What follows belongs to an exercise in optimizing a design on an open flow for small area, a short achievable clock period and few clock cycles; a production flow would make more cautious choices.
RTL that was checked went through simulation tests only; none was proved equivalent to the original.
Power figures rest on the tool's default switching activity, not on a simulated workload.

==> flow/design.v <==
`default_nettype none
module sdram_controller (
    input  wire        clk,
    input  wire        rst,
    input  wire        req,
    input  wire        we,
    input  wire [3:0]  sel,
    input  wire [22:0] adr,
    input  wire [31:0] dat_i,
    output wire        ack,
    output wire [31:0] dat_o,
    output wire        sdram_cke,
    output wire        sdram_cs_n,
    output wire        sdram_ras_n,
    output wire        sdram_cas_n,
    output wire        sdram_we_n,
    output wire [3:0]  sdram_dqm,
    output wire [1:0]  sdram_ba,
    output wire [12:0] sdram_a,
    input  wire [31:0] sdram_dqi,
    output wire [31:0] sdram_dqo
);
    localparam [3:0] CMD_NOP       = 4'b0111;
    localparam [3:0] CMD_ACTIVE    = 4'b0011;
    localparam [3:0] CMD_READ      = 4'b0101;
    localparam [3:0] CMD_WRITE     = 4'b0100;
    localparam [3:0] CMD_PRECHARGE = 4'b0010;
    localparam [3:0] CMD_REFRESH   = 4'b0001;
    localparam [9:0] REF_AT = 10'd760;
    reg  [3:0]  cmd_q;
    reg  [1:0]  ba_q;
    reg  [12:0] a_q;
    reg  [3:0]  open_q;
    reg  [10:0] row_q [0:3];
    reg  [2:0]  tl_q;            
    reg         wlast_q;         
    reg  [1:0]  lb_q;            
    reg  [9:0]  rcnt_q;          
    reg         rreq_q;
    reg         av_q, bv_q;
    reg  [11:0] atag_q, btag_q;
    reg         rpend_q;                    
    reg         eon_q;
    reg  [11:0] p0_q, p1_q;                 
    reg  [5:0]  d0_q, d1_q;                 
    reg  [11:0] h1n_q;                      
    reg  [9:0]  h2n_q;                      
    reg         hseq_q;                     
    reg  [1:0]  hcnt_q;
    integer i;
    wire rd = req & ~we;
    wire wr = req & we;
    wire [1:0]  xb = adr[13:12];
    wire [10:0] xr = {adr[1:0], adr[22:14]};
    wire [1:0]  pb = p0_q[11:10];
    wire last_act = (cmd_q == CMD_ACTIVE);
    wire last_pre = (cmd_q == CMD_PRECHARGE);
    wire pins_free = (cmd_q == CMD_NOP) | (cmd_q == CMD_READ);
    reg [3:0] rw_ok, wr_ok, pre_ok, act_ok, row_hit_x;
    reg       all_pre_ok, ref_ok;
    always @* begin
        all_pre_ok = 1'b1;
        ref_ok = ~last_pre & ~(|open_q);
        for (i = 0; i < 4; i = i + 1) begin
            rw_ok[i]  = open_q[i] & ((lb_q != i) | (tl_q >= 3'd2));
            wr_ok[i]  = open_q[i] & ((lb_q != i) | (tl_q >= 3'd3));
            pre_ok[i] = (tl_q >= 3'd5);
            act_ok[i] = ~last_pre & ~last_act & (|rcnt_q[9:3]);
            row_hit_x[i] = (row_q[i] == xr);
            if (open_q[i] && tl_q < 3'd5)
                all_pre_ok = 1'b0;
        end
    end
    wire x_rowok = open_q[xb] & row_hit_x[xb];
    wire hit_b   = bv_q & (adr[13:2] == btag_q) & row_hit_x[xb];
    wire       col_eq = (adr[11:2] == btag_q[9:0]);
    reg  [3:0] ack_b;
    always @* begin
        for (i = 0; i < 4; i = i + 1)
            ack_b[i] = (xb == i) & row_hit_x[i] &
                       ((rd & col_eq & bv_q & (btag_q[11:10] == i)) |
                        (wr & wr_ok[i] & ~rreq_q & pins_free));
    end
    wire x_go    = rw_ok[xb] & row_hit_x[xb] & ~rreq_q;
    wire w_go    = wr_ok[xb] & row_hit_x[xb] & ~rreq_q & pins_free;
    wire w_sel   = wr & pins_free;    
    wire p_go    = eon_q & rw_ok[pb] & ~rreq_q;
    wire c_go    = req & open_q[xb] & ~row_hit_x[xb] & (tl_q == 3'd6) & ~wlast_q &
                   ~rreq_q & pins_free;
    wire wr_acc = wr & w_go;
    wire rd_ack = rd & hit_b;
    wire miss   = rd & ~hit_b & ~rpend_q;
    assign ack = |ack_b;
    assign dat_o = sdram_dqi;
    reg  [3:0]  cmd_d;
    reg  [1:0]  ba_d;
    reg  [12:0] a_d;
    reg         do_act, do_pre, do_pre_all, do_ref, dir_rd, spec_rd;
    always @* begin
        cmd_d = CMD_NOP;
        ba_d = xb;
        a_d = {3'b000, adr[11:2]};
        do_act = 1'b0;
        do_pre = 1'b0;
        do_pre_all = 1'b0;
        do_ref = 1'b0;
        dir_rd = 1'b0;
        spec_rd = 1'b0;
        if (rreq_q) begin
            a_d[10] = 1'b1;
            if (|open_q) begin
                if (all_pre_ok) begin
                    cmd_d = CMD_PRECHARGE;
                    do_pre_all = 1'b1;
                end
            end else if (ref_ok) begin
                cmd_d = CMD_REFRESH;
                do_ref = 1'b1;
            end
        end else if (c_go) begin
        end else if (wr | miss) begin
            if (x_rowok) begin
                if (rd & x_go) begin
                    cmd_d = CMD_READ;
                    dir_rd = 1'b1;
                end
            end else if (open_q[xb]) begin
                if (pre_ok[xb]) begin
                    cmd_d = CMD_PRECHARGE;
                    do_pre = 1'b1;
                end
            end else if (act_ok[xb]) begin
                cmd_d = CMD_ACTIVE;
                a_d = {2'b00, xr};
                do_act = 1'b1;
            end
        end else if (p_go) begin
            cmd_d = CMD_READ;
            ba_d = pb;
            a_d = {3'b000, p0_q[9:0]};
            spec_rd = 1'b1;
        end
    end
    assign sdram_cke = 1'b1;
    assign sdram_cs_n  = cmd_q[3];
    assign sdram_ras_n = ~c_go & (w_sel | cmd_q[2]);
    assign sdram_cas_n = c_go | (w_sel ? ~w_go : cmd_q[1]);
    assign sdram_we_n  = ~c_go & (w_sel ? ~w_go : cmd_q[0]);
    assign sdram_ba = (w_sel | c_go) ? xb : ba_q;
    assign sdram_a = w_sel ? {3'b000, adr[11:2]} : {a_q[12:11], a_q[10] & ~c_go, a_q[9:0]};
    assign sdram_dqo = dat_i;
    assign sdram_dqm = ~sel;
    wire        dual = (hcnt_q == 2'd3) & hseq_q & (adr[11:2] != h1n_q[9:0]);
    wire [5:0]  t_dx = adr[7:2] - h2n_q[5:0] + 6'd1;
    wire [9:0]  t_2x = {adr[10:2], 1'b1} - h2n_q;   
    wire [11:0] t_p0 = dual ? h1n_q : {adr[13:12], adr[11:2] + 10'd1};
    wire [11:0] t_p1 = {adr[13:12], dual ? t_2x : adr[11:2] + 10'd2};
    wire [5:0]  t_d0 = dual ? 6'd1 : 6'd2;
    wire [5:0]  t_d1 = dual ? t_dx[5:0] : 6'd2;
    always @(posedge clk) begin
        if (rst) begin
            cmd_q <= CMD_NOP;
            open_q <= 4'd0;
            tl_q <= 3'd6;
            wlast_q <= 1'b0;
            rcnt_q <= 10'd0;
            rreq_q <= 1'b0;
            av_q <= 1'b0;
            bv_q <= 1'b0;
            rpend_q <= 1'b0;
            eon_q <= 1'b0;
            hcnt_q <= 2'd0;
        end else begin
            cmd_q <= cmd_d;
            if (tl_q != 3'd6) tl_q <= tl_q + 3'd1;
            wlast_q <= wr_acc;
            if (do_act) begin
                open_q[xb] <= 1'b1;
                tl_q <= 3'd1;
                lb_q <= xb;
            end
            if (do_pre | c_go)
                open_q[xb] <= 1'b0;
            if (do_pre_all)
                open_q <= 4'd0;
            if (do_ref) begin
                rcnt_q <= 10'd0;
                rreq_q <= 1'b0;
            end else begin
                rcnt_q <= rcnt_q + 10'd1;
                if (rcnt_q == REF_AT)
                    rreq_q <= 1'b1;
            end
            av_q <= (cmd_q == CMD_READ) & ~w_sel & ~c_go;
            bv_q <= av_q & ~wr_acc;
            rpend_q <= (rpend_q | dir_rd) & ~rd_ack & ~wr_acc;
            if (wr_acc) begin
                eon_q <= 1'b0;
                hcnt_q <= 2'd0;
            end else if (dir_rd)
                eon_q <= 1'b1;
            if (rd_ack && hcnt_q != 2'd3)
                hcnt_q <= hcnt_q + 2'd1;
        end
        ba_q <= ba_d;
        a_q <= a_d;
        if (do_act)
            row_q[xb] <= xr;
        atag_q <= {ba_q, a_q[9:0]};
        btag_q <= atag_q;
        if (dir_rd) begin
            p0_q <= t_p0;
            p1_q <= t_p1;
            d0_q <= t_d0;
            d1_q <= t_d1;
        end else if (spec_rd) begin
            p0_q <= p1_q;
            p1_q <= {p0_q[11:10], p0_q[9:0] + {4'd0, d0_q}};
            d0_q <= d1_q;
            d1_q <= d0_q;
        end
        if (rd_ack) begin
            h1n_q <= {adr[13:12], adr[11:2] + 10'd1};
            h2n_q <= h1n_q[9:0];
            hseq_q <= (adr[11:2] == h2n_q);
        end
    end
endmodule
`default_nettype wire
`default_nettype none
module user_proj_sdram (
    input  wire        wb_clk_i,
    input  wire        wb_rst_i,
    input  wire        wbs_stb_i,
    input  wire        wbs_cyc_i,
    input  wire        wbs_we_i,
    input  wire [3:0]  wbs_sel_i,
    input  wire [31:0] wbs_dat_i,
    input  wire [31:0] wbs_adr_i,
    output wire        wbs_ack_o,
    output wire [31:0] wbs_dat_o,
    output wire        sdram_cke,
    output wire        sdram_cs_n,
    output wire        sdram_ras_n,
    output wire        sdram_cas_n,
    output wire        sdram_we_n,
    output wire [3:0]  sdram_dqm,
    output wire [1:0]  sdram_ba,
    output wire [12:0] sdram_a,
    input  wire [31:0] sdram_dqi,
    output wire [31:0] sdram_dqo
);
    sdram_controller u_ctrl (
        .clk      (wb_clk_i),
        .rst      (wb_rst_i),
        .req      (wbs_stb_i & wbs_cyc_i),
        .we       (wbs_we_i),
        .sel      (wbs_sel_i),
        .adr      (wbs_adr_i[22:0]),
        .dat_i    (wbs_dat_i),
        .ack      (wbs_ack_o),
        .dat_o    (wbs_dat_o),
        .sdram_cke(sdram_cke),
        .sdram_cs_n(sdram_cs_n),
        .sdram_ras_n(sdram_ras_n),
        .sdram_cas_n(sdram_cas_n),
        .sdram_we_n(sdram_we_n),
        .sdram_dqm(sdram_dqm),
        .sdram_ba (sdram_ba),
        .sdram_a  (sdram_a),
        .sdram_dqi(sdram_dqi),
        .sdram_dqo(sdram_dqo)
    );
endmodule
`default_nettype wire
Settings: LEC_CHECK=0, ABC_AREA=1, CAP_MARGIN=20, CORE_MARGIN=2, CORE_UTILIZATION=40, SETUP_SLACK_MARGIN=1.1, SLEW_MARGIN=20; clock period 4.5 ns.
standard.sh (not shown) runs the stock make flow with config.mk's settings and CLKGATE_MAP_FILE= SYNTH_SCRIPT=/design/flow/synth_recipe.tcl, a recipe that flattens the netlist after the stock synthesis.
==> flow/flow/run.sh <==
#!/bin/bash
# Standard layout, with the smallest buffer on the ports (buffer_ports
# otherwise picks clkdlybuf4s50_1); timing repair still sizes them up where
# needed. Each tool writes its own log under orfs/logs; make's output goes
# to flow_make.log.
set -euo pipefail
export BUFFER_PORTS_ARGS="-buffer_cell sky130_fd_sc_hd__buf_1"
bash standard.sh > flow_make.log 2>&1
Testbench counts at the start, summed over its fixed seeds: cycles 22,467.
Change:
--- a/flow/design.v
+++ b/flow/design.v
@@ -31,11 +31,10 @@
     reg  [1:0]  ba_q;
     reg  [12:0] a_q;
     reg  [3:0]  open_q;
     reg  [10:0] row_q [0:3];
     reg  [2:0]  tl_q;            
-    reg         wlast_q;         
     reg  [1:0]  lb_q;            
     reg  [9:0]  rcnt_q;          
     reg         rreq_q;
     reg         av_q, bv_q;
     reg  [11:0] atag_q, btag_q;
@@ -62,14 +61,14 @@
         all_pre_ok = 1'b1;
         ref_ok = ~last_pre & ~(|open_q);
         for (i = 0; i < 4; i = i + 1) begin
             rw_ok[i]  = open_q[i] & ((lb_q != i) | (tl_q >= 3'd2));
             wr_ok[i]  = open_q[i] & ((lb_q != i) | (tl_q >= 3'd3));
-            pre_ok[i] = (tl_q >= 3'd5);
+            pre_ok[i] = (tl_q == 3'd5);
             act_ok[i] = ~last_pre & ~last_act & (|rcnt_q[9:3]);
             row_hit_x[i] = (row_q[i] == xr);
-            if (open_q[i] && tl_q < 3'd5)
+            if (open_q[i] && tl_q != 3'd5)
                 all_pre_ok = 1'b0;
         end
     end
     wire x_rowok = open_q[xb] & row_hit_x[xb];
     wire hit_b   = bv_q & (adr[13:2] == btag_q) & row_hit_x[xb];
@@ -83,12 +82,10 @@
     end
     wire x_go    = rw_ok[xb] & row_hit_x[xb] & ~rreq_q;
     wire w_go    = wr_ok[xb] & row_hit_x[xb] & ~rreq_q & pins_free;
     wire w_sel   = wr & pins_free;    
     wire p_go    = eon_q & rw_ok[pb] & ~rreq_q;
-    wire c_go    = req & open_q[xb] & ~row_hit_x[xb] & (tl_q == 3'd6) & ~wlast_q &
-                   ~rreq_q & pins_free;
     wire wr_acc = wr & w_go;
     wire rd_ack = rd & hit_b;
     wire miss   = rd & ~hit_b & ~rpend_q;
     assign ack = |ack_b;
     assign dat_o = sdram_dqi;
@@ -115,11 +112,10 @@
                 end
             end else if (ref_ok) begin
                 cmd_d = CMD_REFRESH;
                 do_ref = 1'b1;
             end
-        end else if (c_go) begin
         end else if (wr | miss) begin
             if (x_rowok) begin
                 if (rd & x_go) begin
                     cmd_d = CMD_READ;
                     dir_rd = 1'b1;
@@ -141,15 +137,15 @@
             spec_rd = 1'b1;
         end
     end
     assign sdram_cke = 1'b1;
     assign sdram_cs_n  = cmd_q[3];
-    assign sdram_ras_n = ~c_go & (w_sel | cmd_q[2]);
-    assign sdram_cas_n = c_go | (w_sel ? ~w_go : cmd_q[1]);
-    assign sdram_we_n  = ~c_go & (w_sel ? ~w_go : cmd_q[0]);
-    assign sdram_ba = (w_sel | c_go) ? xb : ba_q;
-    assign sdram_a = w_sel ? {3'b000, adr[11:2]} : {a_q[12:11], a_q[10] & ~c_go, a_q[9:0]};
+    assign sdram_ras_n = w_sel | cmd_q[2];
+    assign sdram_cas_n = w_sel ? ~w_go : cmd_q[1];
+    assign sdram_we_n  = w_sel ? ~w_go : cmd_q[0];
+    assign sdram_ba = w_sel ? xb : ba_q;
+    assign sdram_a = w_sel ? {3'b000, adr[11:2]} : a_q;
     assign sdram_dqo = dat_i;
     assign sdram_dqm = ~sel;
     wire        dual = (hcnt_q == 2'd3) & hseq_q & (adr[11:2] != h1n_q[9:0]);
     wire [5:0]  t_dx = adr[7:2] - h2n_q[5:0] + 6'd1;
     wire [9:0]  t_2x = {adr[10:2], 1'b1} - h2n_q;   
@@ -159,29 +155,27 @@
     wire [5:0]  t_d1 = dual ? t_dx[5:0] : 6'd2;
     always @(posedge clk) begin
         if (rst) begin
             cmd_q <= CMD_NOP;
             open_q <= 4'd0;
-            tl_q <= 3'd6;
-            wlast_q <= 1'b0;
+            tl_q <= 3'd5;
             rcnt_q <= 10'd0;
             rreq_q <= 1'b0;
             av_q <= 1'b0;
             bv_q <= 1'b0;
             rpend_q <= 1'b0;
             eon_q <= 1'b0;
             hcnt_q <= 2'd0;
         end else begin
             cmd_q <= cmd_d;
-            if (tl_q != 3'd6) tl_q <= tl_q + 3'd1;
-            wlast_q <= wr_acc;
+            if (tl_q != 3'd5) tl_q <= tl_q + 3'd1;
             if (do_act) begin
                 open_q[xb] <= 1'b1;
                 tl_q <= 3'd1;
                 lb_q <= xb;
             end
-            if (do_pre | c_go)
+            if (do_pre)
                 open_q[xb] <= 1'b0;
             if (do_pre_all)
                 open_q <= 4'd0;
             if (do_ref) begin
                 rcnt_q <= 10'd0;
@@ -189,11 +183,11 @@
             end else begin
                 rcnt_q <= rcnt_q + 10'd1;
                 if (rcnt_q == REF_AT)
                     rreq_q <= 1'b1;
             end
-            av_q <= (cmd_q == CMD_READ) & ~w_sel & ~c_go;
+            av_q <= (cmd_q == CMD_READ) & ~w_sel;
             bv_q <= av_q & ~wr_acc;
             rpend_q <= (rpend_q | dir_rd) & ~rd_ack & ~wr_acc;
             if (wr_acc) begin
                 eon_q <= 1'b0;
                 hcnt_q <= 2'd0;
The changed run went through all stages and came out clean.
Via count increases by about 4.4%.
Die area increases by about 1.7%.
Synthesized area increases by about 1.7%.
Routed wire length increases by about 6%.
Global-route usage increases by 0.81 points.
Testbench counts after the change, summed over its fixed seeds: cycles 23,337.

---

Starts from the design.v that is shown in full above.
Settings: LEC_CHECK=0, ABC_AREA=1, CAP_MARGIN=20, CORE_MARGIN=2, CORE_UTILIZATION=40, SETUP_SLACK_MARGIN=1.0, SLEW_MARGIN=20; clock period 4.5 ns.
Scripts as last shown in full above: flow/flow/run.sh
Testbench counts at the start, summed over its fixed seeds: cycles 22,467.
==> next run, changes <==
--- a/flow/design.v
+++ b/flow/design.v
@@ -88,9 +88,12 @@
     wire c_go    = req & open_q[xb] & ~row_hit_x[xb] & (tl_q == 3'd6) & ~wlast_q &
                    ~rreq_q & pins_free;
     wire wr_acc = wr & w_go;
     wire rd_ack = rd & hit_b;
-    wire miss   = rd & ~hit_b & ~rpend_q;
+    wire hit_a  = av_q & (adr[13:2] == atag_q);
+    wire r_go   = rd & ~hit_b & ~rpend_q & ~hit_a & pins_free & wr_ok[xb] &
+                  row_hit_x[xb] & ~rreq_q;
+    wire miss   = rd & ~hit_b & ~rpend_q & ~r_go;
     assign ack = |ack_b;
     assign dat_o = sdram_dqi;
     reg  [3:0]  cmd_d;
     reg  [1:0]  ba_d;
@@ -117,8 +120,15 @@
                 cmd_d = CMD_REFRESH;
                 do_ref = 1'b1;
             end
         end else if (c_go) begin
+        end else if (r_go) begin
+            ba_d = t_p0[11:10];
+            a_d = {3'b000, t_p0[9:0]};
+            if (rw_ok[t_p0[11:10]]) begin
+                cmd_d = CMD_READ;
+                spec_rd = 1'b1;
+            end
         end else if (wr | miss) begin
             if (x_rowok) begin
                 if (rd & x_go) begin
                     cmd_d = CMD_READ;
@@ -143,12 +153,12 @@
     end
     assign sdram_cke = 1'b1;
     assign sdram_cs_n  = cmd_q[3];
     assign sdram_ras_n = ~c_go & (w_sel | cmd_q[2]);
-    assign sdram_cas_n = c_go | (w_sel ? ~w_go : cmd_q[1]);
+    assign sdram_cas_n = c_go | (w_sel ? ~w_go : (cmd_q[1] & ~r_go));
     assign sdram_we_n  = ~c_go & (w_sel ? ~w_go : cmd_q[0]);
-    assign sdram_ba = (w_sel | c_go) ? xb : ba_q;
-    assign sdram_a = w_sel ? {3'b000, adr[11:2]} : {a_q[12:11], a_q[10] & ~c_go, a_q[9:0]};
+    assign sdram_ba = (w_sel | c_go | r_go) ? xb : ba_q;
+    assign sdram_a = (w_sel | r_go) ? {3'b000, adr[11:2]} : {a_q[12:11], a_q[10] & ~c_go, a_q[9:0]};
     assign sdram_dqo = dat_i;
     assign sdram_dqm = ~sel;
     wire        dual = (hcnt_q == 2'd3) & hseq_q & (adr[11:2] != h1n_q[9:0]);
     wire [5:0]  t_dx = adr[7:2] - h2n_q[5:0] + 6'd1;
@@ -156,8 +166,9 @@
     wire [11:0] t_p0 = dual ? h1n_q : {adr[13:12], adr[11:2] + 10'd1};
     wire [11:0] t_p1 = {adr[13:12], dual ? t_2x : adr[11:2] + 10'd2};
     wire [5:0]  t_d0 = dual ? 6'd1 : 6'd2;
     wire [5:0]  t_d1 = dual ? t_dx[5:0] : 6'd2;
+    wire [11:0] t_p2 = {t_p0[11:10], t_p0[9:0] + {4'd0, t_d0}};
     always @(posedge clk) begin
         if (rst) begin
             cmd_q <= CMD_NOP;
             open_q <= 4'd0;
@@ -190,30 +201,35 @@
                 rcnt_q <= rcnt_q + 10'd1;
                 if (rcnt_q == REF_AT)
                     rreq_q <= 1'b1;
             end
-            av_q <= (cmd_q == CMD_READ) & ~w_sel & ~c_go;
+            av_q <= ((cmd_q == CMD_READ) & ~w_sel & ~c_go) | r_go;
             bv_q <= av_q & ~wr_acc;
-            rpend_q <= (rpend_q | dir_rd) & ~rd_ack & ~wr_acc;
+            rpend_q <= (rpend_q | dir_rd | r_go) & ~rd_ack & ~wr_acc;
             if (wr_acc) begin
                 eon_q <= 1'b0;
                 hcnt_q <= 2'd0;
-            end else if (dir_rd)
+            end else if (dir_rd | r_go)
                 eon_q <= 1'b1;
             if (rd_ack && hcnt_q != 2'd3)
                 hcnt_q <= hcnt_q + 2'd1;
         end
         ba_q <= ba_d;
         a_q <= a_d;
         if (do_act)
             row_q[xb] <= xr;
-        atag_q <= {ba_q, a_q[9:0]};
+        atag_q <= {sdram_ba, sdram_a[9:0]};
         btag_q <= atag_q;
-        if (dir_rd) begin
+        if (dir_rd | (r_go & ~spec_rd)) begin
             p0_q <= t_p0;
             p1_q <= t_p1;
             d0_q <= t_d0;
             d1_q <= t_d1;
+        end else if (r_go) begin
+            p0_q <= t_p1;
+            p1_q <= t_p2;
+            d0_q <= t_d1;
+            d1_q <= t_d0;
         end else if (spec_rd) begin
             p0_q <= p1_q;
             p1_q <= {p0_q[11:10], p0_q[9:0] + {4'd0, d0_q}};
             d0_q <= d1_q;
The new run ran to the end with no violations.
Area after synthesis rises by about 12%.
Die area rises by 11%.
First-iteration DRC count rises by about 50%.
Combinational power rises by 66%.
Design area rises by 21%.
Total power rises by 9.2%.
Synthesized cell count rises by 25%.
Register-to-register slack got worse by 350 ps.
Clock power rises by about 4%.
Non-clock buffer count rises by 48.
Clock-buffer cell count falls by 3.
Function not checked in the second run of this note: the RTL went through the layout flow alone.

afterwards: timing with drivers on the ports:
The flow's constraints put no driver on any port. The routed layouts listed below were extracted and timed again, unchanged, in two steps. Step 1 (the two cells are an assumption about what drives the block):
set clk [get_ports {wb_clk_i}]
set_driving_cell -lib_cell sky130_fd_sc_hd__clkbuf_16 $clk
set_driving_cell -lib_cell sky130_fd_sc_hd__buf_2 [delete_from_list [all_inputs] $clk]
Step 2, shift: input delay + t, output delay - t, t = (earliest + latest rising clock arrival at the registers) / 2. This alone moves slack from input paths to output paths. Three values: ideal, step 1, step 2; two values: the first two.
| run | shift t [ns] | slack for setup (ns) | worst slew at a driven data input, ns |
|---|---|---|---|
| the first run of note 1 | 0.470 | 1.132 / 1.107 / 0.863 | 0.09 |
| the second run of note 1 | 0.470 | 1.165 / 1.143 / 0.929 | 0.09 |
| the first run of note 2 | 0.470 | 1.097 / 1.078 / 0.918 | 0.07 |
| the second run of note 2 | 0.482 | 0.742 / 0.691 / 0.691 | 0.08 |
After both steps setup and hold are still met in every run listed. For the first run of note 1, which loses most, drivers alone change the setup slack by -0.025 ns; drivers and shift together by -0.269 ns.
